Source: an optimization exercise on an open RTL-to-GDS flow (aim: small area, a short achievable clock period and few clock cycles). Production flows keep margins and buffers that such runs may drop. RTL that was checked went through simulation tests only; none was proved equivalent to the original. Only the layout flow was run in runs 5 to 7; the RTL was not checked for function there. No activity file was given, so power comes from the tool's default toggle rates.

===== flow/standard.sh =====
#!/bin/bash
# synth_recipe.tcl (not shown) runs the flow's synth.tcl, then flattens the netlist and writes it again
# the make line also repeats each setting of config.mk as NAME=value (left out here)
make -C /OpenROAD-flow-scripts/flow DESIGN_CONFIG=/design/flow/config.mk WORK_HOME=/design/flow/orfs CLKGATE_MAP_FILE= SYNTH_SCRIPT=/design/flow/synth_recipe.tcl "${@:-finish}"

===== flow/constraint.sdc =====
create_clock -name core_clock -period 8.0 [get_ports {Clk}]
set_input_delay 1.6000 -clock core_clock [delete_from_list [all_inputs] [get_ports {Clk}]]
set_output_delay 1.6000 -clock core_clock [all_outputs]
set_load 0.01 [all_outputs]

===== flow/flow/run.sh =====
#!/bin/bash
# Standard layout with three changes: port buffers made of buf_1 cells
# instead of the delay buffers buffer_ports picks by default, adders left to
# ABC, no dummy loads added to the clock tree, and timing repair aimed 5.5 ns below the period.
set -euo pipefail
bash standard.sh \
  "BUFFER_PORTS_ARGS=-buffer_cell sky130_fd_sc_hd__buf_1" \
  ADDER_MAP_FILE= \
  "CTS_ARGS=-sink_clustering_enable -repair_clock_nets -dont_use_dummy_load" \
  SETUP_SLACK_MARGIN=5.5 \
  finish > make_finish.log 2>&1

===== flow/config.mk =====
export PLATFORM = sky130hd
export DESIGN_NAME = SAD
export DESIGN_NICKNAME = SAD
export VERILOG_FILES = /design/flow/design.v
export SDC_FILE = /design/flow/constraint.sdc
export NUM_CORES = 4
export LEC_CHECK = 0
export CAP_MARGIN = 0
export CORE_MARGIN = 2
export CORE_UTILIZATION = 45
export SLEW_MARGIN = 0
export SYNTH_HIERARCHICAL = 1
export SYNTH_MINIMUM_KEEP_SIZE = 0

===== flow/design.v =====
`timescale 1 ns/1 ns
module SAD(Go, A_Addr, A_Data, B_Addr, B_Data, C_Addr, I_RW, I_En, O_RW, O_En, Done, SAD_Out, Clk, Rst);
   input Go;
   input [7:0] A_Data, B_Data;
   output [14:0] A_Addr, B_Addr;
   output [6:0] C_Addr;
   output I_RW, I_En, O_RW;
   output reg O_En, Done;
   output [31:0] SAD_Out;
   input Clk, Rst;
   reg [7:0]  L;           
   reg [6:0]  H;           
   reg        H7;
   reg [7:0]  x1;
   reg        c1n;
   reg [15:0] Sum;
   reg        f2;          
   reg        l1, l2;      
   wire       busy = (|L) | (|H);
   wire       run = Go | busy;
   wire       lastpix = &L;
   wire       adv = run & lastpix;
   wire       fb = H[6] ^ H[5] ^ (H[5:0] == 6'd0);
   wire [7:0] ag = A_Data & ~B_Data;
   wire [7:0] ap = A_Data | ~B_Data;
   wire [7:0] ah = ~(A_Data ^ B_Data);
   wire n10, n32, q32, n54, q54, n76, q76;      
   wire g20, g30, g64, p64, g74, p74;           
   wire n40, n50, n60, n70;                     
   sad_g  #(4'b0001)   l1a(.gh(ag[1]), .ph(ap[1]), .gl(ag[0]), .g(n10));
   sad_gp #(6'b000011) l1b(.gh(ag[3]), .ph(ap[3]), .gl(ag[2]), .pl(ap[2]), .g(n32), .p(q32));
   sad_gp #(6'b000011) l1c(.gh(ag[5]), .ph(ap[5]), .gl(ag[4]), .pl(ap[4]), .g(n54), .p(q54));
   sad_gp #(6'b000011) l1d(.gh(ag[7]), .ph(ap[7]), .gl(ag[6]), .pl(ap[6]), .g(n76), .p(q76));
   sad_g  #(4'b0010)   l2a(.gh(ag[2]), .ph(ap[2]), .gl(n10), .g(g20));
   sad_g  #(4'b1110)   l2b(.gh(n32), .ph(q32), .gl(n10), .g(g30));
   sad_gp #(6'b001100) l2c(.gh(ag[6]), .ph(ap[6]), .gl(n54), .pl(q54), .g(g64), .p(p64));
   sad_gp #(6'b111100) l2d(.gh(n76), .ph(q76), .gl(n54), .pl(q54), .g(g74), .p(p74));
   sad_g  #(4'b0001)   l3a(.gh(ag[4]), .ph(ap[4]), .gl(g30), .g(n40));
   sad_g  #(4'b1101)   l3b(.gh(n54), .ph(q54), .gl(g30), .g(n50));
   sad_g  #(4'b0001)   l3c(.gh(g64), .ph(p64), .gl(g30), .g(n60));
   sad_g  #(4'b0001)   l3d(.gh(g74), .ph(p74), .gl(g30), .g(n70));
   wire [7:0] s;
   assign s[0] = ah[0];
   sad_x  u_s1(.a(ah[1]), .b(ag[0]), .y(s[1]));
   sad_xn u_s2(.a(ah[2]), .b(n10), .y(s[2]));
   sad_x  u_s3(.a(ah[3]), .b(g20), .y(s[3]));
   sad_x  u_s4(.a(ah[4]), .b(g30), .y(s[4]));
   sad_xn u_s5(.a(ah[5]), .b(n40), .y(s[5]));
   sad_xn u_s6(.a(ah[6]), .b(n50), .y(s[6]));
   sad_xn u_s7(.a(ah[7]), .b(n60), .y(s[7]));
   wire        c1 = ~c1n;
   wire [7:0]  x = x1 ^ {8{c1n}};
   wire [15:0] base = f2 ? 16'd0 : Sum;
   wire [7:0]  bg = base[7:0] & x;
   wire [7:0]  bp = base[7:0] | x;
   wire [7:0]  bh = base[7:0] ^ x;
   wire        bg0;
   sad_g u_b0(.gh(bg[0]), .ph(bp[0]), .gl(c1), .g(bg0));
   wire [7:0]  bc;         
   sad_pfx8 u_pb(.g({bg[7:1], bg0}), .p(bp), .c(bc));
   wire [7:0]  lo = bh ^ {bc[6:0], c1};
   wire [7:0]  hp;         
   assign hp[0] = 1'b1;
   genvar hi_i;
   generate
      for (hi_i = 1; hi_i < 8; hi_i = hi_i + 1) begin : hpg
         assign hp[hi_i] = &base[hi_i+7:8];
      end
   endgenerate
   wire [7:0]  hi = base[15:8] ^ (hp & {8{bc[7]}});
   assign A_Addr = {H, L};
   assign B_Addr = {H, L};
   assign C_Addr = {H7, H[6:1]};
   assign I_En = 1'b1;
   assign I_RW = 1'b0;
   assign O_RW = 1'b1;
   assign SAD_Out = {16'b0, Sum};
   always @(posedge Clk) begin
      if (Rst) begin
         L <= 8'd0;
         H <= 7'd0;
      end else begin
         L <= L + {7'd0, run};
         if (adv) H <= {H[5:0], fb};
      end
      if (adv) H7 <= H[6];
      l1 <= ~Rst & lastpix;
      x1 <= s;
      c1n <= n70;
      l2 <= ~Rst & l1;
      f2 <= (L == 8'd1);
      Sum <= {hi, lo};
      O_En <= ~Rst & l2;
      Done <= ~Rst & l2 & ~busy;
   end
endmodule
module sad_g(gh, ph, gl, g);
   parameter INV = 4'b0000;
   input gh, ph, gl;
   output g;
   wire igh = gh ^ INV[3];
   wire iph = ph ^ INV[2];
   wire igl = gl ^ INV[1];
   assign g = (igh | (iph & igl)) ^ INV[0];
endmodule
module sad_gp(gh, ph, gl, pl, g, p);
   parameter INV = 6'b000000;
   input gh, ph, gl, pl;
   output g, p;
   wire igh = gh ^ INV[5];
   wire iph = ph ^ INV[4];
   wire igl = gl ^ INV[3];
   wire ipl = pl ^ INV[2];
   assign g = (igh | (iph & igl)) ^ INV[1];
   assign p = (iph & ipl) ^ INV[0];
endmodule
module sad_x(a, b, y);
   input a, b;
   output y;
   assign y = a ^ b;
endmodule
module sad_xn(a, b, y);
   input a, b;
   output y;
   assign y = ~(a ^ b);
endmodule
module sad_pfx8(g, p, c);
   input [7:0] g, p;
   output [7:0] c;
   wire g10, g32, p32, g54, p54, g76, p76;
   wire g20, g30, g64, p64, g74, p74;
   sad_g  l1a(.gh(g[1]), .ph(p[1]), .gl(g[0]), .g(g10));
   sad_gp l1b(.gh(g[3]), .ph(p[3]), .gl(g[2]), .pl(p[2]), .g(g32), .p(p32));
   sad_gp l1c(.gh(g[5]), .ph(p[5]), .gl(g[4]), .pl(p[4]), .g(g54), .p(p54));
   sad_gp l1d(.gh(g[7]), .ph(p[7]), .gl(g[6]), .pl(p[6]), .g(g76), .p(p76));
   sad_g  l2a(.gh(g[2]), .ph(p[2]), .gl(g10), .g(g20));
   sad_g  l2b(.gh(g32), .ph(p32), .gl(g10), .g(g30));
   sad_gp l2c(.gh(g[6]), .ph(p[6]), .gl(g54), .pl(p54), .g(g64), .p(p64));
   sad_gp l2d(.gh(g76), .ph(p76), .gl(g54), .pl(p54), .g(g74), .p(p74));
   sad_g  l3a(.gh(g[4]), .ph(p[4]), .gl(g30), .g(c[4]));
   sad_g  l3b(.gh(g54), .ph(p54), .gl(g30), .g(c[5]));
   sad_g  l3c(.gh(g64), .ph(p64), .gl(g30), .g(c[6]));
   sad_g  l3d(.gh(g74), .ph(p74), .gl(g30), .g(c[7]));
   assign c[0] = g[0];
   assign c[1] = g10;
   assign c[2] = g20;
   assign c[3] = g30;
endmodule

==> results of run 1 <==
==> cells in the final DEF, fill, tap and decap left out, types with 8 or more instances in the layout <==
cell | synthesis | final
nand2b_1 | 23 | 23
nor2b_1 | 13 | 12
nor2_1 | 23 | 23
a21o_1 | 15 | 15
dfxtp_2 | 0 | 16
buf_1 | 1 | 67
dfxtp_1 | 45 | 23
conb_1 | 2 | 19
nand2_1 | 23 | 23
a21oi_1 | 8 | 8
xor2_1 | 13 | 13
xnor2_1 | 31 | 31
==> per-module statistics from Yosys (local to each module, per instance), excerpt <==
module	copies in the design	flip-flops and latches	area, um2	cells inside
SAD	1	46	2250	250
sad_pfx8	1	0	30.0	4
sad_gp	5	0	13.8	2
sad_x	3	0	8.76	1
sad_xn	4	0	8.76	1
sad_g	8	0	7.51	1
==> through the flow <==
step            util  worst slack [ns]  power (W)  hold WS [ns]
3_5_place_dp   0.483              5.20   0.000624         0.428
5_1_grt        0.510              5.44   0.000821         0.460
2_1_floorplan      -              5.55   0.000585         0.414
4_1_cts        0.499              5.50   0.000755         0.455
3_3_place_gp   0.483              5.22   0.000619         0.428
6_report       0.510              5.54   0.000759         0.449
==> what timing repair did <==
action / in CTS / in global routing
endpoints found under the setup margin: 23 / 36
hold buffers: 0 / 0
gates resized for setup: 15 / 20
setup buffers: 0 / 4
pin swaps: 0 / 1
==> power by group through the flow <==
stage               registers (W)  clock network, W  logic (W)
floorplan                0.000325                 0   0.000260
global placement         0.000320                 0   0.000299
detailed placement       0.000321                 0   0.000303
global route             0.000322          0.000140   0.000359
finish                   0.000315          0.000126   0.000319
CTS                      0.000317          0.000132   0.000306
==> worst min-delay path by stage <==
stage          depth (start not counted)  start  to
6_report                               1     l1  l2
5_1_grt                                1     l1  l2
4_1_cts                                1     l1  l2
3_5_place_dp                           1     l1  l2
3_3_place_gp                           1     l1  l2
2_1_floorplan                          1     l1  l2
==> cell families (layout without fill, tap and decap cells) <==
| kind of cell | after synthesis | after routing | share of synthesized area |
|---|---|---|---|
| compound gates | 41 | 41 | 0.106 |
| xor+xnor | 44 | 44 | 0.148 |
| buf+inv | 55 | 87 | 0.145 |
| flops | 46 | 46 | 0.358 |
| other cells | 2 | 19 | 0.00289 |
| simple gates | 111 | 111 | 0.240 |
==> routing by layer <==
metal	up-vias	GRT usage	share of wire
met5	-	0	0
met4	0	0.0559	0.014
met3	5	0.0385	0.063
met2	62	0.205	0.43
met1	805	0.172	0.49
li1	999	-	-
==> flip-flops by register name, indices dropped and copies added (netlist names) <==
name / cells
Sum: 16
L: 8
x1: 8
H: 7
Done: 1
H7: 1
O_En: 1
c1n: 1
f2: 1
l1: 1
l2: 1
==> cell type report <==
class                           count  area, um2
Fill cell                         540       2720
Multi-Input combinational cell    215       1360
Sequential cell                    46        973
Timing Repair Buffer               77        312
Tap cell                           72       90.1
Clock buffer                        5       68.8
Inverter                            5       18.8
==> run_results.csv, run 1 <==
group,metric,value,unit
power,p_leak,1.18,nW
clock_tree,cts_buffer_depth,2,
layout,layoutNonFillerInstCount,420,
synthesis,synth-seq-cells,46,
clock_tree,h-tree-depth,2,
power,p_comb_frac,0.420,
clock_tree,insertion_delay,0.29,ns
critical_path,crit_fanout,7,
synthesis,synthTopCellsByCount,"buf_4, dfxtp_1, xnor2_1",
sta,setup_tns,0,ns
floorplan,core-area,5540,um2
clock_tree,cts_made_buffers,5,
sta,finalHoldViolCount,0,
sta,rsz0062_at_grt,"yes",
clock_tree,clkSlewWorstSetupHoldPaths,0.08,ns
synthesis,postSynthCellCount,299,
route,wl_per_cell,10.1,um
critical_path,reg2reg_slack,5.57,ns
critical_path,reg2reg_to,"Sum[15]",
route,ant_nets,0,
grt,grt_pass1_wl,6760,um
clock_tree,clock-sinks,46,
critical_path,critical_path.slowest_cell,"dfxtp_2",
critical_path,worstPathCellList,"buf_1",
critical_path,r2r_start,"f2",
clock_tree,cts-root-buf,"clkbuf_8",
sta,min_period_over_period,0.307,
power,switching_share,0.351,
layout,fin_nets,369,
critical_path,worstPathArrival,0.86,ns
floorplan,io_pins,93,
placement,io_buffer_count,73,
flow_run,drv_cap,0,
power,p_per_area,269,nW/um2
route,dr_total_vias,1871,
route,drt_wl_total,4250,um
synthesis,syn_area,2600,um2
power,ir_worst_vdd,0.0932,mV
synthesis,synth_edf_count,1,
route,vias_per_cell,4.45,
clock_tree,cts_tree,"built",
synthesis,synth_cell_types,36,
critical_path,cp-endpoint,"B_Addr[5]",
sta,drv_slew,0,
critical_path,worst_setup_path_start_kind,"flip-flop",
layout,n_antenna_cell,0,
run_status,status,"no timing/DRC/antenna violations",
critical_path,path_depth,1,
route,route.detailed.drc,0,
synthesis,yosysWarnings,7,
hold_path,hold_class,"reg2reg",
sta,finalClockSkew,0.0131,ns
floorplan,die_h,80.0,um
placement,placed_cell_area,2680,um2
synthesis,yosys-top-cells-area,"dfxtp_1, buf_4, xnor2_1",
grt,grt_start_max_net_pins,21,
power,power_frac_clock,0.166,
power,pwr-share-seq,0.414,
critical_path,worstRegToRegCells,10,
synthesis,syn_area_per_cell,8.70,um2
power,p_switching,0.000267,W
sta,setup_violations,0,
critical_path,required,6.40,ns
placement,place_inst,411,
synthesis,async_flop_share,0,
layout,area_growth,8.61,%
grt,grt.total_usage,0.133,
synthesis,synth_top_area_cell,"dfxtp_1",
placement,hpwlAfterDp,3170,um
power,p_int,0.000493,W
floorplan,die_w,80.0,um
critical_path,critPathTopFamily,"flip-flops",
floorplan,rows,27,
critical_path,crit_path_end_kind,"primary output",
layout,design_area,2830,um2
placement,place_congestion,0.710,
grt,antenna_found_initial,0,
critical_path,critPathKind,"reg2out",
synthesis,yosys_most_used_dff,"dfxtp_1",
grt,overflow,0,
grt,grt_pass1_vias,1520,
sta,min_period,2.46,ns
floorplan,start_util,0.470,
layout,drive_above_1_share,0.147,
synthesis,yosysSeqAreaShare,0.358,
critical_path,critPathMaxStageDelay,0.41,ns
route,drt_iter0_drc,61,
sta,fmax,407,MHz
critical_path,worstSetupStartpoint,"L[5]",
critical_path,crit_buf_inv,1,
synthesis,synth_top_area_frac,0.346,
route,drtPass1Iterations,4,
floorplan,die-area,6400,um2
Testbench counts, summed over its fixed seeds: cycles 393,246.
==> run 2, diff against run 1 <==
--- a/flow/config.mk
+++ b/flow/config.mk
@@ -5,9 +5,10 @@
 export SDC_FILE = /design/flow/constraint.sdc
 export NUM_CORES = 4
 export LEC_CHECK = 0
-export CAP_MARGIN = 0
+export CAP_MARGIN = 20
 export CORE_MARGIN = 2
 export CORE_UTILIZATION = 45
-export SLEW_MARGIN = 0
+export GPL_ROUTABILITY_DRIVEN = 0
+export SLEW_MARGIN = 20
 export SYNTH_HIERARCHICAL = 1
 export SYNTH_MINIMUM_KEEP_SIZE = 0
==> run 2 against run 1 <==
Effect of this change:
- wire length is the same
- area after synthesis unchanged
- clock power hardly changed
- sequential share of layout area did not move
- final area unchanged
- via count unchanged
- synthesized cell count stayed put
==> run_results.csv, run 2 <==
group,metric,value,unit
layout,area_growth,8.61,%
grt,overflow,0,
hold_path,hold_class,"reg2reg",
critical_path,path_depth,1,
layout,seqCellArea,973,um2
sta,rsz0062_at_grt,"yes",
route,drtPass1Iterations,4,
route,drt_wl_total,4250,um
critical_path,critPathTopFamily,"flip-flops",
synthesis,yosysWarnings,7,
power,p_leak,1.18,nW
critical_path,reg2reg_slack,5.57,ns
sta,setup_tns,0,ns
placement,io_buffer_count,73,
layout,largest_reg_flops,16,
critical_path,worstPathArrival,0.86,ns
power,p_per_area,269,nW/um2
grt,grt_start_max_net_pins,21,
layout,mostFrequentLayoutCell,"buf_1",
route,dr_total_vias,1871,
layout,multi_input_area,1360,um2
critical_path,crit_fanout,7,
sta,min_period_over_period,0.307,
layout,layout_common_cells,"buf_1, xnor2_1",
synthesis,synthTopCellsByCount,"buf_4, dfxtp_1, xnor2_1",
power,ir_worst_vdd,0.0932,mV
synthesis,synth_cell_types,36,
route,vias_per_cell,4.45,
critical_path,critical_path.slowest_cell,"dfxtp_2",
critical_path,critPathKind,"reg2out",
critical_path,crit_path_end_kind,"primary output",
sta,fmax,407,MHz
synthesis,syn_area,2600,um2
route,drt_iter0_drc,61,
run_status,status,"no timing/DRC/antenna violations",
synthesis,synth_top_area_frac,0.346,
layout,n_antenna_cell,0,
floorplan,die_w,80.0,um
route,ant_nets,0,
grt,grt_pass1_wl,6760,um
sta,fin_hold_ws,0.449,ns
layout,top_register,"Sum",
critical_path,r2r_start,"f2",
clock_tree,cts-root-buf,"clkbuf_8",
clock_tree,cts_tree,"built",
critical_path,reg2reg_to,"Sum[15]",
clock_tree,clkSlewWorstSetupHoldPaths,0.08,ns
floorplan,die_h,80.0,um
synthesis,yosysSeqAreaShare,0.358,
placement,place_inst,411,
layout,nFillCells,540,
power,finalPower,0.000759,W
clock_tree,insertion_delay,0.29,ns
floorplan,io_pins,93,
critical_path,worst_setup_path_start_kind,"flip-flop",
clock_tree,cts_made_buffers,5,
sta,drv_slew,0,
floorplan,die-area,6400,um2
synthesis,yosys-top-cells-area,"dfxtp_1, buf_4, xnor2_1",
synthesis,synth_top_area_cell,"dfxtp_1",
floorplan,core-area,5540,um2
grt,grt.total_usage,0.133,
sta,finalClockSkew,0.0131,ns
floorplan,rows,27,
synthesis,synth_edf_count,1,
grt,grt_pass1_vias,1520,
layout,reg_top3,"Sum x16, L x8, x1 x8",
synthesis,yosys_most_used_dff,"dfxtp_1",
placement,hpwlAfterDp,3170,um
sta,setup_violations,0,
critical_path,worstSetupStartpoint,"L[5]",
critical_path,crit_buf_inv,1,
synthesis,async_flop_share,0,
layout,fin_nets,369,
clock_tree,h-tree-depth,2,
clock_tree,clock-sinks,46,
floorplan,start_util,0.470,
route,route.detailed.drc,0,
layout,drive_above_1_share,0.147,
layout,layoutNonFillerInstCount,420,
route,wl_per_cell,10.1,um
critical_path,critPathMaxStageDelay,0.41,ns
synthesis,syn_area_per_cell,8.70,um2
sta,min_period,2.46,ns
critical_path,required,6.40,ns
sta,finalHoldViolCount,0,
critical_path,cp-endpoint,"B_Addr[5]",
flow_run,drv_cap,0,
critical_path,worstPathCellList,"buf_1",
clock_tree,cts_buffer_depth,2,
synthesis,postSynthCellCount,299,
grt,antenna_found_initial,0,
critical_path,worstRegToRegCells,10,
synthesis,synth-seq-cells,46,
[run 2: cell counts after synthesis]
Identical to the previous run, type by type.
[run 2: Yosys stat by module (local to each module, per instance), excerpt]
module	flip-flops and latches	copies in the design
sad_pfx8	0	1
SAD	46	1
sad_xn	0	4
sad_g	0	8
sad_x	0	3
sad_gp	0	5
[run 2: kinds of logic (layout without fill, tap and decap cells)]
kind of cell	count (synthesis)	after routing	synth area share
buf+inv	55	87	0.145
simple gates	111	111	0.240
other cells	2	19	0.00289
xor+xnor	44	44	0.148
flops	46	46	0.358
compound gates	41	41	0.106
[run 2: area by class of cell]
cell class | instances | area share
clock buffer | 5 | 0.0244
inverter | 5 | 0.00664
multi-input combinational | 215 | 0.482
sequential | 46 | 0.345
tap | 72 | 0.0319
timing repair buffer | 77 | 0.110
[run 2: worst min-delay path by stage]
| stage | depth (start not counted) | start | endpoint |
|---|---|---|---|
| 5_1_grt | 1 | l1 | l2 |
| 3_5_place_dp | 1 | l1 | l2 |
| 2_1_floorplan | 1 | l1 | l2 |
| 4_1_cts | 1 | l1 | l2 |
| 6_report | 1 | l1 | l2 |
| 3_3_place_gp | 1 | l1 | l2 |
[run 2: what timing repair did]
action                     CTS  global route
gates resized for setup     15            20
setup endpoints to repair   23            36
setup buffers                0             4
pin swaps                    0             1
hold buffers                 0             0
[run 2: per-layer routing]
layer	wire [um]	track usage	up-vias
met5	0	0	-
met1	2090	0.172	805
li1	-	-	999
met3	269	0.0385	5
met4	58	0.0559	0
met2	1830	0.205	62
[run 2: per-stage QoR]
step                      instance area [um2]   util  setup slack [ns]
after global placement                   2680  0.483              5.22
after floorplan                          2670      -              5.55
after global routing                     2830  0.510              5.44
after detailed placement                 2680  0.483              5.20
final                                    2830  0.510              5.54
after CTS                                2770  0.499              5.50
[run 2: where the power goes]
| part | switching (W) | internal [W] | total [W] |
|---|---|---|---|
| clock network | 0.0000695 | 0.0000564 | 0.000126 |
| registers | 0.0000360 | 0.000279 | 0.000315 |
| logic | 0.000161 | 0.000158 | 0.000319 |
==> run 3, diff against run 2 <==
--- a/flow/config.mk
+++ b/flow/config.mk
@@ -8,7 +8,6 @@
 export CAP_MARGIN = 20
 export CORE_MARGIN = 2
 export CORE_UTILIZATION = 45
-export GPL_ROUTABILITY_DRIVEN = 0
 export SLEW_MARGIN = 20
 export SYNTH_HIERARCHICAL = 1
 export SYNTH_MINIMUM_KEEP_SIZE = 0
==> run 3 against run 2 <==
Effect of this change:
- largest power group unchanged
- first-iteration DRC count unchanged
- area after synthesis unchanged
- critical endpoint unchanged
- combinational power about the same
- sequential share of layout area unchanged
- register-to-register slack about the same
- flip-flop and latch count unchanged
==> run_results.csv, run 3 <==
group,metric,value,unit
layout,drive_above_1_share,0.147,
sta,setup_tns,0,ns
floorplan,die_h,80.0,um
sta,fmax,407,MHz
flow_run,drv_cap,0,
clock_tree,clkSlewWorstSetupHoldPaths,0.08,ns
layout,area_growth,8.61,%
route,vias_per_cell,4.45,
grt,grt_pass1_vias,1520,
hold_path,hold_class,"reg2reg",
grt,grt.total_usage,0.133,
critical_path,worstPathCellList,"buf_1",
synthesis,synth-seq-cells,46,
floorplan,core-area,5540,um2
layout,layout_common_cells,"buf_1, xnor2_1",
critical_path,worstRegToRegCells,10,
synthesis,yosys_most_used_dff,"dfxtp_1",
route,met2WireLength,1830,um
hold_path,min_from,"l1",
synthesis,syn_area_per_cell,8.70,um2
layout,mostFrequentLayoutCell,"buf_1",
layout,largest_reg_flops,16,
placement,hpwlAfterDp,3170,um
synthesis,synth_top_family_by_area,"simple AND/OR/NAND/NOR gates",
synthesis,synth_top_area_cell,"dfxtp_1",
grt,grt_start_max_net_pins,21,
hold_path,hold_depth,1,
route,ant_nets,0,
power,p_per_area,269,nW/um2
critical_path,r2r_start,"f2",
sta,drv_slew,0,
synthesis,synth_cell_types,36,
sta,rsz0062_at_grt,"yes",
synthesis,yosys-top-cells-area,"dfxtp_1, buf_4, xnor2_1",
route,drt_iter0_drc,61,
critical_path,crit_fanout,7,
sta,finalClockSkew,0.0131,ns
power,p_leak,1.18,nW
critical_path,crit_path_end_kind,"primary output",
synthesis,synthXorXnorAreaFrac,0.148,
sta,min_period_over_period,0.307,
critical_path,critPathTopFamily,"flip-flops",
clock_tree,cts_tree,"built",
synthesis,async_flop_share,0,
grt,antenna_found_initial,0,
clock_tree,cts_buffer_depth,2,
route,m1WireLength,2090,um
floorplan,rows,27,
sta,setup_violations,0,
synthesis,synthAdderAreaFrac,0,
clock_tree,insertion_delay,0.29,ns
layout,n_antenna_cell,0,
critical_path,crit_buf_inv,1,
power,ir_worst_vdd,0.0932,mV
layout,top_register,"Sum",
clock_tree,clock-sinks,46,
synthesis,synth_top_area_frac,0.346,
floorplan,io_pins,93,
synthesis,yosysSeqAreaShare,0.358,
clock_tree,cts-root-buf,"clkbuf_8",
route,route.detailed.drc,0,
layout,reg_top3,"Sum x16, L x8, x1 x8",
route,dr_total_vias,1871,
synthesis,synth_edf_count,1,
clock_tree,holdBufCountCts,0,
route,drtPass1Iterations,4,
synthesis,synth_compound_area_frac,0.106,
route,drt_wl_total,4250,um
critical_path,reg2reg_to,"Sum[15]",
sta,min_period,2.46,ns
placement,place_congestion,0.710,
synthesis,yosysWarnings,7,
layout,fin_nets,369,
synthesis,syn_area,2600,um2
floorplan,die_w,80.0,um
synthesis,synthTopCellsByCount,"buf_4, dfxtp_1, xnor2_1",
critical_path,critPathMaxStageDelay,0.41,ns
critical_path,reg2reg_slack,5.57,ns
clock_tree,h-tree-depth,2,
critical_path,path_depth,1,
floorplan,die-area,6400,um2
critical_path,critical_path.slowest_cell,"dfxtp_2",
placement,io_buffer_count,73,
critical_path,worst_setup_path_start_kind,"flip-flop",
route,wl_per_cell,10.1,um
floorplan,start_util,0.470,
critical_path,required,6.40,ns
grt,grt_pass1_wl,6760,um
synthesis,yosys.area_share.simple,0.240,
critical_path,critPathKind,"reg2out",
run_status,status,"no timing/DRC/antenna violations",
sta,fin_hold_ws,0.449,ns
route,wl_met3,269,um
critical_path,worstPathArrival,0.86,ns
clock_tree,cts_made_buffers,5,
synthesis,postSynthCellCount,299,
grt,overflow,0,
sta,finalHoldViolCount,0,
power,finalPower,0.000759,W
hold_path,hold_end,"l2",
synthesis,synth.area.mux_share,0,
route,top_layer_used,"met4",
## run 3: cells by family (layout without fill, tap and decap cells)
kind of cell,count (synthesis),after routing
AND/OR/NAND/NOR,111,111
buffers and inverters,55,87
flip-flops,46,46
XOR/XNOR,44,44
AO/OA/AOI/OAI,41,41
other,2,19
## run 3: worst max-delay path by stage
stage          slack [ns]   endpoint  startpoint
3_3_place_gp         5.22       H[0]         Rst
5_1_grt              5.44    Sum[15]          f2
6_report             5.54  B_Addr[5]        L[5]
2_1_floorplan        5.55      x1[6]   A_Data[0]
3_5_place_dp         5.20       H[0]         Rst
4_1_cts              5.50  A_Addr[0]        L[0]
## run 3: per-layer routing
layer | vias up | track usage
met4 | 0 | 0.0559
met5 | - | 0
met3 | 5 | 0.0385
met1 | 805 | 0.172
met2 | 62 | 0.205
li1 | 999 | -
## run 3: Yosys stat by module (local to each module, per instance), a selection
module	area (um2)	times used	flip-flops and latches
SAD	2250	1	46
sad_xn	8.76	4	0
sad_x	8.76	3	0
sad_gp	13.8	5	0
sad_pfx8	30.0	1	0
sad_g	7.51	8	0
## run 3: power by group
| part | switching (W) | internal [W] | leakage [nW] |
|---|---|---|---|
| clock | 0.0000695 | 0.0000564 | 0.0359 |
| combinational | 0.000161 | 0.000158 | 0.757 |
| sequential | 0.0000360 | 0.000279 | 0.391 |
| total | 0.000267 | 0.000493 | 1.18 |
## run 3: cell type report
cell class,instances,area [um2]
Fill cell,540,2720
Inverter,5,18.8
Sequential cell,46,973
Tap cell,72,90.1
Multi-Input combinational cell,215,1360
Clock buffer,5,68.8
Timing Repair Buffer,77,312
## run 3: per-stage QoR
stage | std cells | setup WS, ns | utilization | instance area, um2
after floorplan | 316 | 5.55 | - | 2670
after global placement | 411 | 5.22 | 0.483 | 2680
after detailed placement | 411 | 5.20 | 0.483 | 2680
after CTS | 416 | 5.50 | 0.499 | 2770
after global routing | 420 | 5.44 | 0.510 | 2830
final | 420 | 5.54 | 0.510 | 2830
## run 3: what timing repair did
action | in CTS | in global routing
pin swaps | 0 | 1
resized for setup | 15 | 20
endpoints found under the setup margin | 23 | 36
hold endpoints to repair | 0 | 0
buffers inserted | 0 | 4
==> run 4, diff against run 3 <==
--- a/flow/config.mk
+++ b/flow/config.mk
@@ -8,6 +8,7 @@
 export CAP_MARGIN = 20
 export CORE_MARGIN = 2
 export CORE_UTILIZATION = 45
+export PLACE_DENSITY = 0.8
 export SLEW_MARGIN = 20
 export SYNTH_HIERARCHICAL = 1
 export SYNTH_MINIMUM_KEEP_SIZE = 0
==> run 4 against run 3 <==
Effect of this change:
- still clean
- flip-flop and latch count is the same
- die area is the same
- setup slack lost 0.0045 ns
- largest cell class unchanged
- register-to-register slack gained 0.11 ns
- utilization grew 0.36 points
- sequential power is essentially flat
- combinational power grew 3%
- clock skew grew 0.0061 ns
- non-clock buffer count grew 1
- area after synthesis is the same
- largest power group unchanged
- count of clock-buffer cells in the layout is the same
- critical path depth is the same
==> run_results.csv, run 4 <==
group,metric,value,unit
run_status,status,"no timing/DRC/antenna violations",
synthesis,synthAdderAreaFrac,0,
grt,grt_pass1_vias,1627,
layout,fin_nets,370,
placement,placed_cell_area,2680,um2
route,drt_wl_total,4330,um
synthesis,syn_area,2600,um2
grt,grt_start_max_net_pins,21,
grt,grt_pass1_wl,7000,um
route,drtPass1Iterations,4,
synthesis,postSynthCellCount,299,
power,ir_worst_vdd,0.0970,mV
critical_path,crit_path_end_kind,"primary output",
hold_path,hold_class,"reg2reg",
clock_tree,clkSlewWorstSetupHoldPaths,0.08,ns
synthesis,synth_top_area_cell,"dfxtp_1",
sta,fmax,406,MHz
placement,io_buffer_count,73,
synthesis,synth.area.mux_share,0,
sta,min_period,2.46,ns
sta,setup_violations,0,
placement,place_inst,411,
synthesis,yosys-top-cells-area,"dfxtp_1, buf_4, xnor2_1",
route,wl_per_cell,10.3,um
critical_path,critPathMaxStageDelay,0.41,ns
synthesis,synth_top_area_frac,0.346,
critical_path,crit_fanout,7,
sta,rsz0062_at_grt,"yes",
grt,overflow,0,
synthesis,yosys_most_used_dff,"dfxtp_1",
layout,mostFrequentLayoutCell,"buf_1",
grt,grt.total_usage,0.137,
sta,min_period_over_period,0.308,
synthesis,synth-seq-cells,46,
critical_path,critPathKind,"reg2out",
clock_tree,cts_tree,"built",
critical_path,crit_buf_inv,1,
layout,largest_reg_flops,16,
floorplan,die_w,80.0,um
flow_run,drv_cap,0,
clock_tree,insertion_delay,0.29,ns
floorplan,rows,27,
power,p_per_area,270,nW/um2
synthesis,synthTopCellsByCount,"buf_4, dfxtp_1, xnor2_1",
synthesis,synthXorXnorAreaFrac,0.148,
clock_tree,cts-root-buf,"clkbuf_8",
sta,setup_tns,0,ns
synthesis,synth_cell_types,36,
floorplan,io_pins,93,
critical_path,worstPathArrival,0.86,ns
clock_tree,cts_made_buffers,5,
sta,finalHoldViolCount,0,
floorplan,start_util,0.470,
clock_tree,h-tree-depth,2,
synthesis,yosysSeqAreaShare,0.358,
layout,drive_above_1_share,0.152,
route,dr_total_vias,1938,
critical_path,worstPathCellList,"buf_1",
synthesis,yosys.area_share.simple,0.240,
synthesis,async_flop_share,0,
clock_tree,holdBufCountCts,0,
clock_tree,cts_buffer_depth,2,
floorplan,die-area,6400,um2
layout,layout_common_cells,"buf_1, xnor2_1, dfxtp_1, nor2_1, nand2_1",
route,vias_per_cell,4.60,
critical_path,worst_setup_path_start_kind,"flip-flop",
critical_path,required,6.40,ns
critical_path,critical_path.slowest_cell,"dfxtp_2",
grt,antenna_found_initial,0,
layout,layoutNonFillerInstCount,421,
power,p_leak,1.19,nW
layout,area_growth,9.38,%
synthesis,synth_top_family_by_area,"simple AND/OR/NAND/NOR gates",
layout,design_area,2850,um2
layout,top_register,"Sum",
sta,drv_slew,0,
critical_path,critPathTopFamily,"flip-flops",
placement,place_congestion,0.792,
sta,finalClockSkew,0.0192,ns
synthesis,syn_area_per_cell,8.70,um2
route,drt_iter0_drc,42,
placement,hpwlAfterDp,3270,um
layout,n_antenna_cell,0,
floorplan,core-area,5540,um2
layout,reg_top3,"Sum x16, L x8, x1 x8",
clock_tree,clock-sinks,46,
synthesis,yosysWarnings,7,
floorplan,die_h,80.0,um
route,ant_nets,0,
synthesis,synth_compound_area_frac,0.106,
route,route.detailed.drc,0,
synthesis,synth_edf_count,1,
-- run 4: through the flow --
step	setup WS (ns)	power, W	utilization	hold slack (ns)
after global placement	5.24	0.000615	0.483	0.424
after floorplan	5.55	0.000585	-	0.414
after detailed placement	5.22	0.000625	0.483	0.420
after CTS	5.50	0.000753	0.499	0.441
final	5.54	0.000767	0.514	0.439
after global routing	5.47	0.000834	0.514	0.466
-- run 4: where the power goes --
group          switching [W]  leakage (nW)  total (W)  internal (W)
clock network      0.0000672        0.0359   0.000124     0.0000564
registers          0.0000378         0.392   0.000317      0.000279
logic               0.000163         0.766   0.000327      0.000164
total               0.000268          1.19   0.000767      0.000499
-- run 4: timing repair --
item	CTS	global route
pin swaps	0	4
resized for setup	15	23
buffers inserted	0	5
endpoints found under the hold margin	0	0
endpoints found under the setup margin	23	33
-- run 4: area by class of cell --
cell class | instances | area, um2
fillers | 530 | 2700
multi-input cells | 215 | 1370
flip-flops and latches | 46 | 978
repair buffers | 78 | 319
well taps | 72 | 90.1
clock buffers | 5 | 68.8
inverters | 5 | 18.8
-- run 4: cells by family after synthesis --
kind of cell	count (synthesis)
AO/OA/AOI/OAI	41
XOR/XNOR	44
buffers and inverters	55
other	2
AND/OR/NAND/NOR	111
flip-flops	46
-- run 4: routing by layer --
metal,global-route usage,share of wire
met5,0,0
met4,0.0508,0.0083
met3,0.0351,0.057
met2,0.228,0.49
met1,0.170,0.44
-- run 4: modules after synthesis (local to each module, per instance), excerpt --
| module | flops+latches | area, um2 |
|---|---|---|
| SAD | 46 | 2250 |
| sad_pfx8 | 0 | 30.0 |
| sad_gp | 0 | 13.8 |
| sad_x | 0 | 8.76 |
| sad_xn | 0 | 8.76 |
| sad_g | 0 | 7.51 |
-- run 4: worst paths after layout --
check,startpoint,endpoint,slack (ns),depth (start not counted)
max reg2reg,f2,Sum[15],5.68,10
max,L[5],B_Addr[5],5.54,1
min,l1,l2,0.44,1
min reg2reg,l1,l2,0.44,1
==> run 5, diff against run 4 <==
--- a/flow/design.v
+++ b/flow/design.v
@@ -67,7 +67,12 @@
          assign hp[hi_i] = &base[hi_i+7:8];
       end
    endgenerate
-   wire [7:0]  hi = base[15:8] ^ (hp & {8{bc[7]}});
+   wire [7:0]  hi;
+   generate
+      for (hi_i = 0; hi_i < 8; hi_i = hi_i + 1) begin : hix
+         sad_ax u_hx(.a(base[hi_i+8]), .b(hp[hi_i]), .c(bc[7]), .y(hi[hi_i]));
+      end
+   endgenerate
    assign A_Addr = {H, L};
    assign B_Addr = {H, L};
    assign C_Addr = {H7, H[6:1]};
@@ -114,6 +119,11 @@
    assign g = (igh | (iph & igl)) ^ INV[1];
    assign p = (iph & ipl) ^ INV[0];
 endmodule
+module sad_ax(a, b, c, y);
+   input a, b, c;
+   output y;
+   assign y = a ^ (b & c);
+endmodule
 module sad_x(a, b, y);
    input a, b;
    output y;
--- a/flow/config.mk
+++ b/flow/config.mk
@@ -8,7 +8,6 @@
 export CAP_MARGIN = 20
 export CORE_MARGIN = 2
 export CORE_UTILIZATION = 45
-export PLACE_DENSITY = 0.8
 export SLEW_MARGIN = 20
 export SYNTH_HIERARCHICAL = 1
 export SYNTH_MINIMUM_KEEP_SIZE = 0
==> run 5 against run 4 <==
Effect of this change:
- still clean
- non-clock buffer count shrank 3
- synthesized cell count increased by 2.0%
- register-to-register slack better by 0.19 ns
- final area rose by 1.1%
- clock skew fell by 0.0070 ns
- area after synthesis increased by 2.4%
- utilization decreased by 1.9 points
- critical path type unchanged
- highest routed layer unchanged
==> run_results.csv, run 5 <==
group,metric,value,unit
floorplan,die-area,6550,um2
layout,nFillCells,603,
layout,seqCellArea,970,um2
critical_path,reg2reg_to,"Sum[15]",
synthesis,yosys_most_used_dff,"dfxtp_1",
synthesis,yosys-top-cells-area,"dfxtp_1, buf_4, xnor2_1",
grt,grt_pass1_wl,6910,um
layout,layout_common_cells,"buf_1, xnor2_1, dfxtp_1, nand2_1, nand2b_1",
layout,top_register,"Sum",
synthesis,synth_top_area_frac,0.338,
synthesis,yosysMostFrequentCell,"buf_4",
synthesis,synth-seq-cells,46,
run_status,status,"no timing/DRC/antenna violations",
sta,fmax,408,MHz
layout,reg_top3,"Sum x16, L x8, x1 x8",
clock_tree,clkSlewWorstSetupHoldPaths,0.07,ns
grt,busiest_layer,"met2",
sta,setup_tns,0,ns
critical_path,crit_buf_inv,1,
layout,layoutNonFillerInstCount,428,
layout,multi_input_area,1440,um2
clock_tree,cts_buffer_depth,2,
placement,place_ws,5.17,ns
critical_path,worstPathArrival,0.85,ns
sta,min_period_over_period,0.306,
clock_tree,holdBufCountCts,0,
placement,place_congestion,0.745,
grt,grt_start_max_net_pins,21,
grt,met3_usage,0.0378,
route,dr_total_vias,1945,
critical_path,reg2reg_slack,5.87,ns
floorplan,io_pins,93,
route,vias_per_cell,4.54,
hold_path,min_from,"l1",
synthesis,postSynthCellCount,305,
grt,use_met1,0.178,
sta,drv_slew,0,
synthesis,syn_area,2660,um2
critical_path,critPathTopFamily,"flip-flops",
grt,antenna_found_initial,0,
synthesis,yosysSeqAreaShare,0.350,
critical_path,crit_fanout,6,
clock_tree,clock-sinks,46,
synthesis,synth_cell_types,33,
critical_path,critPathKind,"reg2out",
placement,place_inst,421,
grt,met2_usage,0.207,
sta,min_period,2.45,ns
route,drt_wl_total,4240,um
route,wl_per_cell,9.91,um
placement,hpwlAfterDp,3150,um
route,ant_nets,0,
floorplan,start_util,0.458,
floorplan,rows,28,
layout,area_growth,8.08,%
critical_path,crit_path_end_kind,"primary output",
layout,mostFrequentLayoutCell,"buf_1",
floorplan,die_h,80.9,um
sta,worstMarginPinSlew,0.544,ns
synthesis,synth_edf_count,1,
critical_path,worst_setup_path_start_kind,"flip-flop",
power,ir_worst_vdd,0.104,mV
hold_path,hold_end,"l2",
grt,grt_pass1_vias,1576,
route,drt_iter0_drc,71,
layout,largest_reg_flops,16,
synthesis,async_flop_share,0,
critical_path,r2r_start,"f2",
synthesis,syn_area_per_cell,8.73,um2
clock_tree,h-tree-depth,2,
layout,drive_above_1_share,0.119,
grt,grt.total_usage,0.135,
critical_path,critPathMaxStageDelay,0.40,ns
clock_tree,cts_made_buffers,5,
sta,finalClockSkew,0.0122,ns
power,p_per_area,258,nW/um2
layout,n_antenna_cell,0,
sta,finalHoldViolCount,0,
hold_path,hold_depth,1,
sta,rsz0062_at_grt,"yes",
floorplan,core-area,5820,um2
synthesis,synth_top_area_cell,"dfxtp_1",
hold_path,hold_class,"reg2reg",
critical_path,critical_path.slowest_cell,"dfxtp_2",
floorplan,die_w,80.9,um
sta,setup_violations,0,
power,p_leak,1.23,nW
synthesis,yosysWarnings,7,
flow_run,drv_cap,0,
clock_tree,insertion_delay,0.29,ns
sta,setup_ws,5.55,ns
synthesis,synthTopCellsByCount,"buf_4, dfxtp_1, xnor2_1, nand2_1, nand2b_1",
route,route.detailed.drc,0,
layout,fin_nets,374,
clock_tree,cts-root-buf,"clkbuf_8",
grt,overflow,0,
placement,io_buffer_count,73,
route,drtPass1Iterations,4,
sta,relSlewSlack,0.637,
critical_path,worstRegToRegCells,8,
clock_tree,cts_tree,"built",
critical_path,worstPathCellList,"buf_1",
critical_path,required,6.40,ns
## run 5: final cells by class
class                      instances  share of cell area
sequential                        46               0.337
inverter                           4             0.00522
timing repair buffer              75               0.103
multi-input combinational        223               0.499
tap                               75              0.0326
clock buffer                       5              0.0239
## run 5: repair_timing
item                                    CTS  global route
cloned                                    0             0
endpoints found under the setup margin   23            33
pin swaps                                 0             0
setup buffers                             0             2
gates resized for setup                  13            17
## run 5: worst max path at each step
stage | start | endpoint | cells after the start | slack (ns)
2_1_floorplan | A_Data[0] | x1[6] | 5 | 5.55
4_1_cts | Rst | H[0] | 3 | 5.50
5_1_grt | H[6] | B_Addr[14] | 1 | 5.50
3_3_place_gp | Rst | H[0] | 3 | 5.18
3_5_place_dp | Rst | H[0] | 3 | 5.17
6_report | L[3] | A_Addr[3] | 1 | 5.55
## run 5: cells by family (layout without fill, tap and decap cells)
logic type,after synthesis,after routing,share of synthesized area
flip-flops,46,46,0.350
AO/OA/AOI/OAI,39,39,0.100
other,2,20,0.00282
XOR/XNOR,45,45,0.148
buffers and inverters,54,84,0.142
AND/OR/NAND/NOR,119,119,0.258
## run 5: metal layers
layer,up-vias,share of wire
li1,1024,-
met1,846,0.48
met2,70,0.44
met3,5,0.072
met4,0,0.013
met5,-,0
## run 5: modules after synthesis, one instance, submodules excluded, a selection
module    times used  cell area (um2)  cells  flip-flops and latches
sad_xn             4             8.76      1                       0
sad_ax             8             12.5      2                       0
sad_gp             5             13.8      2                       0
sad_pfx8           1             30.0      4                       0
SAD                1             2220    240                      46
sad_g              8             7.51      1                       0
sad_x              3             8.76      1                       0
## run 5: metrics by stage
stage          hold WS (ns)   util  instance area, um2  total power [W]
6_report              0.438  0.495                2880         0.000742
5_1_grt               0.455  0.495                2880         0.000812
4_1_cts               0.442  0.487                2830         0.000755
3_5_place_dp          0.425  0.471                2740         0.000626
3_3_place_gp          0.421  0.471                2740         0.000623
2_1_floorplan         0.414      -                2740         0.000586
## run 5: where the power goes
group,leakage [nW],switching [W],internal (W)
sequential,0.390,0.0000320,0.000276
combinational,0.801,0.000162,0.000149
clock,0.0359,0.0000672,0.0000563
total,1.23,0.000262,0.000481
==> run 6, diff against run 5 <==
--- a/flow/design.v
+++ b/flow/design.v
@@ -59,18 +59,12 @@
    wire [7:0]  bc;         
    sad_pfx8 u_pb(.g({bg[7:1], bg0}), .p(bp), .c(bc));
    wire [7:0]  lo = bh ^ {bc[6:0], c1};
-   wire [7:0]  hp;         
-   assign hp[0] = 1'b1;
-   genvar hi_i;
+   wire [7:0]  hi1 = base[15:8] + 8'd1;
+   wire [7:0]  hi;
+   genvar hm_i;
    generate
-      for (hi_i = 1; hi_i < 8; hi_i = hi_i + 1) begin : hpg
-         assign hp[hi_i] = &base[hi_i+7:8];
-      end
-   endgenerate
-   wire [7:0]  hi;
-   generate
-      for (hi_i = 0; hi_i < 8; hi_i = hi_i + 1) begin : hix
-         sad_ax u_hx(.a(base[hi_i+8]), .b(hp[hi_i]), .c(bc[7]), .y(hi[hi_i]));
+      for (hm_i = 0; hm_i < 8; hm_i = hm_i + 1) begin : him
+         sad_mux u_hm(.s(bc[7]), .a(hi1[hm_i]), .b(base[hm_i+8]), .y(hi[hm_i]));
       end
    endgenerate
    assign A_Addr = {H, L};
@@ -119,10 +113,10 @@
    assign g = (igh | (iph & igl)) ^ INV[1];
    assign p = (iph & ipl) ^ INV[0];
 endmodule
-module sad_ax(a, b, c, y);
-   input a, b, c;
+module sad_mux(s, a, b, y);
+   input s, a, b;
    output y;
-   assign y = a ^ (b & c);
+   assign y = s ? a : b;
 endmodule
 module sad_x(a, b, y);
    input a, b;
==> run 6 against run 5 <==
Effect of this change:
- still clean on timing, DRC and antenna
- final area rose by 4.5%
- clock skew rose by 0.0065 ns
- area after synthesis rose by 3.7%
- sequential share of layout area fell by 1.2 points
- count of clock-buffer cells in the layout did not move
- setup slack got worse by 0.0082 ns
- clock power barely moved
- sequential power rose by 2%
- die area rose by 3.5%
- utilization rose by 1.3 points
- cell count rose by 1.4%
- flip-flop and latch count did not move
- critical path type unchanged
- critical endpoint is now A_Addr[1]
- largest power group unchanged
==> run_results.csv, run 6 <==
group,metric,value,unit
sta,min_period_over_period,0.307,
floorplan,die_h,82.3,um
synthesis,syn_area,2760,um2
clock_tree,clkSlewWorstSetupHoldPaths,0.09,ns
grt,busiest_layer,"met2",
placement,hpwlAfterDp,3310,um
power,p_leak,1.32,nW
sta,rsz0062_at_grt,"no",
synthesis,synth_top_area_frac,0.326,
sta,finalClockSkew,0.0188,ns
layout,n_antenna_cell,0,
placement,place_congestion,0.735,
critical_path,critical_path.slowest_cell,"dfxtp_4",
clock_tree,holdBufCountCts,0,
clock_tree,cts_buffer_depth,2,
grt,grt_start_max_net_pins,21,
synthesis,yosys-top-cells-area,"dfxtp_1, buf_4, xnor2_1",
synthesis,yosysMostFrequentCell,"buf_4",
layout,mostFrequentLayoutCell,"buf_1",
route,vias_per_cell,4.51,
critical_path,crit_path_end_kind,"primary output",
synthesis,yosys_most_used_dff,"dfxtp_1",
critical_path,critPathTopFamily,"flip-flops",
power,p_comb_frac,0.448,
grt,overflow,0,
synthesis,postSynthCellCount,310,
synthesis,syn_area_per_cell,8.91,um2
route,drt_wl_total,4550,um
hold_path,hold_class,"reg2reg",
synthesis,async_flop_share,0,
power,ir_worst_vdd,0.120,mV
sta,drv_slew,0,
floorplan,io_pins,93,
floorplan,die_w,82.3,um
critical_path,crit_buf_inv,1,
synthesis,synth_cell_types,35,
route,drtPass1Iterations,4,
synthesis,yosysWarnings,7,
grt,met2_usage,0.213,
grt,grt.total_usage,0.131,
run_status,status,"no timing/DRC/antenna violations",
power,power_frac_clock,0.159,
floorplan,rows,28,
floorplan,start_util,0.466,
sta,setup_violations,0,
critical_path,crit_fanout,8,
synthesis,yosysSeqAreaShare,0.337,
sta,min_period,2.46,ns
power,pwr-share-seq,0.393,
floorplan,core-area,5920,um2
route,dr_total_vias,1957,
layout,fin_nets,380,
power,switching_share,0.354,
layout,top_register,"Sum",
critical_path,critPathMaxStageDelay,0.41,ns
power,p_switching,0.000283,W
clock_tree,h-tree-depth,2,
route,drt_iter0_drc,52,
critical_path,required,6.40,ns
grt,grt_pass1_wl,6900,um
grt,grt_pass1_vias,1630,
route,route.detailed.drc,0,
grt,antenna_found_initial,0,
clock_tree,insertion_delay,0.30,ns
grt,use_met1,0.161,
critical_path,worstPathCellList,"clkbuf_2",
clock_tree,cts_tree,"built",
sta,finalHoldViolCount,0,
sta,fmax,407,MHz
synthesis,synthTopCellsByCount,"buf_4, dfxtp_1, xnor2_1, nand2b_1, nand2_1",
layout,largest_reg_flops,16,
clock_tree,cts-root-buf,"clkbuf_8",
flow_run,drv_cap,0,
layout,drive_above_1_share,0.184,
clock_tree,cts_made_buffers,5,
placement,io_buffer_count,73,
layout,reg_top3,"Sum x16, L x8, x1 x8",
sta,setup_tns,0,ns
synthesis,synth-seq-cells,46,
route,wl_per_cell,10.5,um
critical_path,critPathKind,"reg2out",
critical_path,worstPathArrival,0.86,ns
power,p_int,0.000517,W
power,p_per_area,266,nW/um2
critical_path,worst_setup_path_start_kind,"flip-flop",
clock_tree,clock-sinks,46,
synthesis,synth_edf_count,1,
sta,fin_hold_ws,0.450,ns
layout,layout_common_cells,"buf_1, xnor2_1, dfxtp_1, nand2b_1, nand2_1",
synthesis,synth_top_area_cell,"dfxtp_1",
route,ant_nets,0,
grt,met3_usage,0.0337,
floorplan,die-area,6780,um2
layout,area_growth,8.93,%
[run 6: path summary, 6_finish.rpt]
kind         start        end  slack (ns)  cells after the start
max reg2reg    c1n     Sum[8]        5.76                      7
max           L[1]  A_Addr[1]        5.54                      1
min reg2reg     l1         l2        0.45                      1
min             l1         l2        0.45                      1
[run 6: cell families (layout without fill, tap and decap cells)]
| group | Yosys count | after routing | share of synthesized area |
|---|---|---|---|
| buf+inv | 56 | 88 | 0.140 |
| xor+xnor | 44 | 44 | 0.140 |
| other cells | 2 | 19 | 0.00272 |
| mux | 8 | 8 | 0.0435 |
| flops | 46 | 46 | 0.337 |
| compound gates | 39 | 39 | 0.0965 |
| simple gates | 115 | 115 | 0.241 |
[run 6: stage by stage]
stage	utilization	area, um2	worst slack [ns]	power [W]	std cells
final	0.508	3010	5.54	0.000801	434
after global routing	0.508	3010	5.50	0.000869	434
after CTS	0.496	2940	5.50	0.000809	429
after detailed placement	0.478	2830	5.12	0.000678	424
after global placement	0.478	2830	5.16	0.000671	424
after floorplan	-	2830	5.55	0.000635	327
[run 6: cell type report]
cell class	instances	area [um2]
Multi-Input combinational cell	225	1520
Timing Repair Buffer	78	335
Clock buffer	5	68.8
Sequential cell	46	976
Inverter	5	18.8
Tap cell	75	93.8
Fill cell	581	2910
[run 6: power groups by stage]
stage               Combinational [W]  Clock, W  Sequential, W
finish                       0.000359  0.000127       0.000315
global route                 0.000405  0.000141       0.000323
CTS                          0.000359  0.000133       0.000317
detailed placement           0.000356         0       0.000322
global placement             0.000350         0       0.000320
floorplan                    0.000311         0       0.000324
[run 6: timing repair]
item	CTS	global route
setup buffers	0	5
endpoints found under the setup margin	31	38
cloned	0	0
resized for setup	19	24
[run 6: per-module statistics from Yosys (local to each module, per instance), a selection]
module / flops+latches / copies in the design / cells
sad_gp: 0 / 5 / 2
SAD: 46 / 1 / 253
sad_pfx8: 0 / 1 / 4
sad_xn: 0 / 4 / 1
sad_g: 0 / 8 / 1
sad_x: 0 / 3 / 1
sad_mux: 0 / 8 / 1
[run 6: routing by layer]
| metal | part of all wire | vias to the layer above |
|---|---|---|
| li1 | - | 1041 |
| met1 | 0.46 | 852 |
| met2 | 0.46 | 59 |
| met3 | 0.061 | 5 |
| met4 | 0.017 | 0 |
| met5 | 0 | - |
==> run 7, diff against run 6 <==
--- a/flow/design.v
+++ b/flow/design.v
@@ -58,13 +58,21 @@
    sad_g u_b0(.gh(bg[0]), .ph(bp[0]), .gl(c1), .g(bg0));
    wire [7:0]  bc;         
    sad_pfx8 u_pb(.g({bg[7:1], bg0}), .p(bp), .c(bc));
-   wire [7:0]  lo = bh ^ {bc[6:0], c1};
+   wire [7:0]  lo;
+   sad_x u_lo0(.a(bh[0]), .b(c1), .y(lo[0]));
+   genvar lo_i;
+   generate
+      for (lo_i = 1; lo_i < 8; lo_i = lo_i + 1) begin : lox
+         sad_x u_lo(.a(bh[lo_i]), .b(bc[lo_i-1]), .y(lo[lo_i]));
+      end
+   endgenerate
+   wire [7:0]  hi0 = base[15:8];
    wire [7:0]  hi1 = base[15:8] + 8'd1;
    wire [7:0]  hi;
    genvar hm_i;
    generate
       for (hm_i = 0; hm_i < 8; hm_i = hm_i + 1) begin : him
-         sad_mux u_hm(.s(bc[7]), .a(hi1[hm_i]), .b(base[hm_i+8]), .y(hi[hm_i]));
+         sad_mux u_hm(.s(bc[7]), .a(hi1[hm_i]), .b(hi0[hm_i]), .y(hi[hm_i]));
       end
    endgenerate
    assign A_Addr = {H, L};
==> run 7 against run 6 <==
Effect of this change:
- largest power group unchanged
- die area increased by 0.34%
- register-to-register slack got worse by 0.06 ns
- critical endpoint unchanged
- via count increased by 0.72%
- combinational power decreased by 4%
==> run_results.csv, run 7 <==
group,metric,value,unit
layout,top_register,"Sum",
layout,nFillCells,607,
clock_tree,clkSlewWorstSetupHoldPaths,0.07,ns
grt,overflow,0,
floorplan,io_pins,93,
power,finalPower,0.000784,W
synthesis,synth_top_area_frac,0.325,
route,drt_iter0_drc,60,
synthesis,synth_edf_count,1,
floorplan,die_h,82.5,um
synthesis,postSynthCellCount,312,
synthesis,yosysSeqAreaShare,0.336,
sta,min_period,2.45,ns
synthesis,yosys-top-cells-area,"dfxtp_1, buf_4, xnor2_1",
critical_path,crit_fanout,8,
power,ir_worst_vdd,0.121,mV
critical_path,worstSetupStartpoint,"L[1]",
flow_run,drv_cap,0,
sta,setup_violations,0,
grt,grt_pass1_vias,1637,
critical_path,critical_path.slowest_cell,"dfxtp_4",
placement,place_ws,5.16,ns
synthesis,synth_cell_types,34,
sta,rsz0062_at_grt,"no",
sta,min_period_over_period,0.307,
floorplan,core-area,5920,um2
critical_path,r2r_start,"c1n",
sta,setup_tns,0,ns
sta,finalClockSkew,0.00464,ns
synthesis,syn_area_per_cell,8.88,um2
grt,grt_start_max_net_pins,29,
sta,setup_ws,5.55,ns
power,p_per_area,264,nW/um2
layout,design_area,2970,um2
clock_tree,cts_tree,"built",
critical_path,worstPathArrival,0.85,ns
hold_path,hold_class,"reg2reg",
grt,grt.total_usage,0.136,
clock_tree,h-tree-depth,2,
synthesis,synthTopCellsByCount,"buf_4, dfxtp_1, nor2b_1, xnor2_1, xor2_1",
critical_path,crit_path_end_kind,"primary output",
clock_tree,cts-root-buf,"clkbuf_8",
layout,reg_top3,"Sum x16, L x8, x1 x8",
layout,mostFrequentLayoutCell,"buf_1",
sta,fmax,407,MHz
route,wl_per_cell,10.6,um
clock_tree,insertion_delay,0.29,ns
synthesis,yosys_most_used_dff,"dfxtp_1",
critical_path,required,6.40,ns
synthesis,yosysWarnings,7,
sta,finalHoldViolCount,0,
layout,largest_reg_flops,16,
layout,fin_nets,376,
layout,n_antenna_cell,0,
layout,layout_common_cells,"buf_1, nor2b_1, dfxtp_1, xnor2_1",
floorplan,start_util,0.468,
route,ant_nets,0,
critical_path,critPathKind,"reg2out",
power,p_leak,1.29,nW
placement,io_buffer_count,73,
route,vias_per_cell,4.58,
synthesis,synth-seq-cells,46,
grt,antenna_found_initial,0,
layout,area_growth,7.22,%
floorplan,rows,28,
layout,drive_above_1_share,0.166,
critical_path,critPathTopFamily,"flip-flops",
route,route.detailed.drc,0,
run_status,status,"no timing/DRC/antenna violations",
floorplan,die-area,6800,um2
floorplan,die_w,82.5,um
clock_tree,clock-sinks,46,
placement,placed_cell_area,2840,um2
critical_path,worstPathCellList,"buf_1",
clock_tree,postCtsSetupBuffers,0,
critical_path,crit_buf_inv,1,
critical_path,worst_setup_path_start_kind,"flip-flop",
sta,drv_slew,0,
placement,hpwlAfterDp,3380,um
hold_path,min_from,"l1",
route,dr_total_vias,1971,
critical_path,critPathMaxStageDelay,0.41,ns
grt,grt_pass1_wl,7140,um
synthesis,async_flop_share,0,
synthesis,yosysMostFrequentCell,"buf_4",
synthesis,synth_top_area_cell,"dfxtp_1",
synthesis,syn_area,2770,um2
clock_tree,cts_made_buffers,5,
clock_tree,cts_buffer_depth,2,
route,drt_wl_total,4540,um
route,drtPass1Iterations,4,
placement,place_congestion,0.737,
## run 7: repair_timing
item	in CTS	in global routing
setup endpoints to repair	33	40
hold buffers	0	0
hold endpoints to repair	0	0
gates resized for setup	17	23
## run 7: layout make-up
cell class,instances,area (um2),area share
flip-flops and latches,46,975,0.328
clock buffers,5,68.8,0.0232
multi-input cells,218,1490,0.502
well taps,75,93.8,0.0316
repair buffers,73,294,0.0989
inverters,13,48.8,0.0164
## run 7: per-layer routing
metal / share of wire / track usage / vias to the layer above
met5: 0 / 0 / -
met4: 0.015 / 0.0550 / 0
met3: 0.065 / 0.0348 / 6
met2: 0.46 / 0.222 / 59
met1: 0.46 / 0.170 / 865
li1: - / - / 1041
## run 7: final timing paths
check,end,slack [ns],cells past startpoint
worst min register to register,l2,0.45,1
worst max-delay path,A_Addr[1],5.55,1
worst max register to register,Sum[9],5.70,7
worst min-delay path,l2,0.45,1
## run 7: logic make-up (layout without fill, tap and decap cells)
group / count (synthesis) / after routing / share of synthesized area
xor gates and xnor gates: 44 / 44 / 0.139
AOI/OAI and AO/OA: 47 / 47 / 0.111
muxes: 8 / 8 / 0.0433
buffers and inverters: 65 / 91 / 0.152
DFF: 46 / 46 / 0.336
other: 2 / 19 / 0.00271
and+or+nand+nor: 100 / 100 / 0.217
## run 7: where the power goes
part	switching [W]	internal, W
Sequential	0.0000394	0.000277
Clock	0.0000676	0.0000564
Combinational	0.000176	0.000167
## run 7: through the flow
stage,hold slack [ns],utilization,cells
CTS,0.446,0.496,430
global route,0.476,0.502,430
finish,0.453,0.502,430
floorplan,0.414,-,329
detailed placement,0.428,0.479,425
global placement,0.421,0.479,425
## run 7: per-module statistics from Yosys, one instance, submodules excluded, a selection
module,copies in the design,area [um2]
SAD,1,2230
sad_pfx8,1,30.0
sad_mux,8,15.0
sad_gp,5,13.8
sad_x,11,8.76
sad_xn,4,8.76
sad_g,8,7.51
==> run 8, diff against run 7 <==
--- a/flow/design.v
+++ b/flow/design.v
@@ -58,23 +58,16 @@
    sad_g u_b0(.gh(bg[0]), .ph(bp[0]), .gl(c1), .g(bg0));
    wire [7:0]  bc;         
    sad_pfx8 u_pb(.g({bg[7:1], bg0}), .p(bp), .c(bc));
-   wire [7:0]  lo;
-   sad_x u_lo0(.a(bh[0]), .b(c1), .y(lo[0]));
-   genvar lo_i;
+   wire [7:0]  lo = bh ^ {bc[6:0], c1};
+   wire [7:0]  hp;         
+   assign hp[0] = 1'b1;
+   genvar hi_i;
    generate
-      for (lo_i = 1; lo_i < 8; lo_i = lo_i + 1) begin : lox
-         sad_x u_lo(.a(bh[lo_i]), .b(bc[lo_i-1]), .y(lo[lo_i]));
+      for (hi_i = 1; hi_i < 8; hi_i = hi_i + 1) begin : hpg
+         assign hp[hi_i] = &base[hi_i+7:8];
       end
    endgenerate
-   wire [7:0]  hi0 = base[15:8];
-   wire [7:0]  hi1 = base[15:8] + 8'd1;
-   wire [7:0]  hi;
-   genvar hm_i;
-   generate
-      for (hm_i = 0; hm_i < 8; hm_i = hm_i + 1) begin : him
-         sad_mux u_hm(.s(bc[7]), .a(hi1[hm_i]), .b(hi0[hm_i]), .y(hi[hm_i]));
-      end
-   endgenerate
+   wire [7:0]  hi = base[15:8] ^ (hp & {8{bc[7]}});
    assign A_Addr = {H, L};
    assign B_Addr = {H, L};
    assign C_Addr = {H7, H[6:1]};
@@ -121,11 +114,6 @@
    assign g = (igh | (iph & igl)) ^ INV[1];
    assign p = (iph & ipl) ^ INV[0];
 endmodule
-module sad_mux(s, a, b, y);
-   input s, a, b;
-   output y;
-   assign y = s ? a : b;
-endmodule
 module sad_x(a, b, y);
    input a, b;
    output y;
==> flow/run.sh (new file) <==
#!/bin/bash
# synth_recipe.tcl (not shown) runs the flow's synth.tcl, then flattens the netlist and writes it again
# the make line also repeats each setting of config.mk as NAME=value (left out here)
make -C /OpenROAD-flow-scripts/flow DESIGN_CONFIG=/design/flow/config.mk WORK_HOME=/design/flow/orfs CLKGATE_MAP_FILE= SYNTH_SCRIPT=/design/flow/synth_recipe.tcl finish
--- a/flow/config.mk
+++ b/flow/config.mk
@@ -8,6 +8,7 @@
 export CAP_MARGIN = 20
 export CORE_MARGIN = 2
 export CORE_UTILIZATION = 45
+export SETUP_SLACK_MARGIN = 5
 export SLEW_MARGIN = 20
 export SYNTH_HIERARCHICAL = 1
 export SYNTH_MINIMUM_KEEP_SIZE = 0
removed: flow/flow/run.sh
removed: flow/standard.sh
==> run 8 against run 7 <==
Effect of this change:
- synthesized cell count grew 5.8%
- flip-flop and latch count stayed put
- largest cell class unchanged
- die area rose by 3.5%
- hold slack worse by 0.0022 ns
- clock power increased by 9.7%
- wire length grew 1.5%
- highest routed layer unchanged
- maximum frequency shrank 16%
- utilization rose by 5.6 points
==> run_results.csv, run 8 <==
group,metric,value,unit
synthesis,yosysSeqAreaShare,0.324,
synthesis,syn_area,2870,um2
synthesis,yosysWarnings,7,
layout,fin_nets,430,
clock_tree,cts-root-buf,"clkbuf_8",
clock_tree,postCtsSetupBuffers,0,
critical_path,required,6.40,ns
layout,reg_top3,"Sum x16, L x8, x1 x8",
route,ant_nets,0,
route,top_layer_used,"met4",
clock_tree,clock-sinks,46,
clock_tree,h-tree-depth,2,
sta,relSlewSlack,0.512,
placement,place_congestion,0.779,
route,dr_total_vias,2048,
layout,layout_common_cells,"clkdlybuf4s50_1, inv_1, dfxtp_1, ha_1, xor2_1",
layout,top_register,"Sum",
synthesis,synthTopCellsByCount,"inv_1, buf_4, dfxtp_1, ha_1, xor2_1",
layout,area_growth,21.8,%
sta,fmax,343,MHz
layout,drive_above_1_share,0.0608,
clock_tree,cts_tree,"built",
grt,grt.total_usage,0.139,
synthesis,synth-seq-cells,46,
route,route.detailed.drc,0,
critical_path,critPathTopFamily,"buffers and inverters",
route,drt_wl_total,4610,um
synthesis,yosysMostFrequentCell,"inv_1",
layout,fin_util,0.558,
synthesis,synth_top_area_frac,0.313,
synthesis,syn_area_per_cell,8.71,um2
layout,largest_reg_flops,16,
route,wl_met3,255,um
critical_path,worst_setup_path_start_kind,"flip-flop",
critical_path,critPathKind,"reg2out",
floorplan,rows,29,
critical_path,crit_path_end_kind,"primary output",
critical_path,critical_path.slowest_cell,"clkdlybuf4s50_1",
clock_tree,insertion_delay,0.30,ns
power,p_leak,1.68,nW
synthesis,postSynthCellCount,330,
flow_run,drv_cap,0,
grt,grt_pass1_vias,1813,
floorplan,io_pins,93,
power,finalPower,0.000891,W
sta,setup_tns,0,ns
power,p_per_area,254,nW/um2
hold_path,hold_class,"reg2reg",
clock_tree,clkSlewWorstSetupHoldPaths,0.09,ns
sta,rsz0062_at_grt,"no",
synthesis,synth_top_area_cell,"dfxtp_1",
route,wl_per_cell,10.1,um
synthesis,async_flop_share,0,
power,ir_worst_vdd,0.121,mV
floorplan,die-area,7040,um2
sta,worstMarginPinSlew,0.729,ns
floorplan,start_util,0.458,
run_status,status,"no timing/DRC/antenna violations",
layout,n_antenna_cell,0,
critical_path,worstPathCellList,"clkdlybuf4s50_1",
clock_tree,cts_made_buffers,5,
sta,finalClockSkew,0.0106,ns
critical_path,crit_buf_inv,1,
grt,overflow,0,
grt,grt_start_max_net_pins,21,
synthesis,yosys_most_used_dff,"dfxtp_1",
placement,io_buffer_count,73,
floorplan,die_w,83.9,um
critical_path,critPathMaxStageDelay,0.58,ns
sta,min_period_over_period,0.365,
floorplan,die_h,83.9,um
==> run 8: cell count changes in the layout (fill, tap and decap cells not counted), moves of 5 or more <==
| cell | change |
|---|---|
| xnor2_1 | -17 |
| inv_1 | +38 |
| ha_1 | +34 |
| mux2_4 | -8 |
| o21ai_0 | -6 |
| buf_1 | -62 |
| nor2b_1 | -20 |
| dfxtp_1 | +13 |
| clkdlybuf4s50_1 | +73 |
| nor3_1 | -11 |
| xor2_1 | +7 |
| dfxtp_4 | -8 |
| clkbuf_2 | -10 |
| dfxtp_2 | -5 |
==> run 8: repair_timing <==
item,CTS,global route
endpoints found under the setup margin,1,11
resized for setup,1,6
endpoints found under the hold margin,0,0
==> run 8: through the flow <==
stage	cell area (um2)	setup slack [ns]	std cells	hold WS [ns]
2_1_floorplan	2940	5.33	347	0.414
3_3_place_gp	3410	4.72	447	0.435
3_5_place_dp	3410	4.68	447	0.428
4_1_cts	3490	5.00	455	0.453
5_1_grt	3500	5.02	455	0.479
6_report	3500	5.08	455	0.451
==> run 8: power breakdown <==
group | total [W] | switching, W | internal (W) | leakage (nW)
registers | 0.000326 | 0.0000425 | 0.000283 | 0.383
logic | 0.000428 | 0.000200 | 0.000228 | 1.26
clock network | 0.000136 | 0.0000756 | 0.0000607 | 0.0450
==> run 8: area by class of cell <==
| type | instances | area (um2) |
|---|---|---|
| Multi-Input combinational cell | 200 | 1460 |
| Clock inverter | 2 | 10.0 |
| Clock buffer | 6 | 72.6 |
| Tap cell | 77 | 96.3 |
| Sequential cell | 46 | 938 |
| Fill cell | 581 | 2780 |
| Inverter | 51 | 191 |
| Timing Repair Buffer | 73 | 731 |
==> run 8: kinds of logic (layout without fill, tap and decap cells) <==
group / after synthesis / count (layout) / synth area share
flip-flops: 46 / 46 / 0.324
XOR/XNOR: 34 / 34 / 0.104
AND/OR/NAND/NOR: 70 / 70 / 0.131
other: 2 / 19 / 0.00261
adder cells (fa/ha/maj): 34 / 34 / 0.148
buffers and inverters: 101 / 132 / 0.191
AO/OA/AOI/OAI: 43 / 43 / 0.0993
==> run 8: path summary, 6_finish.rpt <==
check / from / slack, ns / cells after the start / endpoint
worst max-delay path: L[0] / 5.08 / 1 / B_Addr[0]
worst min-delay path: l1 / 0.45 / 1 / l2
worst min register to register: l1 / 0.45 / 1 / l2
worst max register to register: c1n / 5.33 / 12 / Sum[13]
==> run 8: Yosys stat by module (local to each module, per instance), a selection <==
module,cell area (um2),flops+latches,copies in the design,cells
sad_pfx8,30.0,0,1,4
sad_x,8.76,0,3,1
sad_gp,13.8,0,5,2
SAD,2530,46,1,281
sad_g,7.51,0,8,1
sad_xn,8.76,0,4,1
==> run 8: metal layers <==
metal | track usage | up-vias
met4 | 0.0587 | 0
met1 | 0.184 | 918
li1 | - | 1066
met5 | 0 | -
met3 | 0.0317 | 4
met2 | 0.218 | 60
Testbench counts of run 8, summed over its fixed seeds: cycles 393,246.
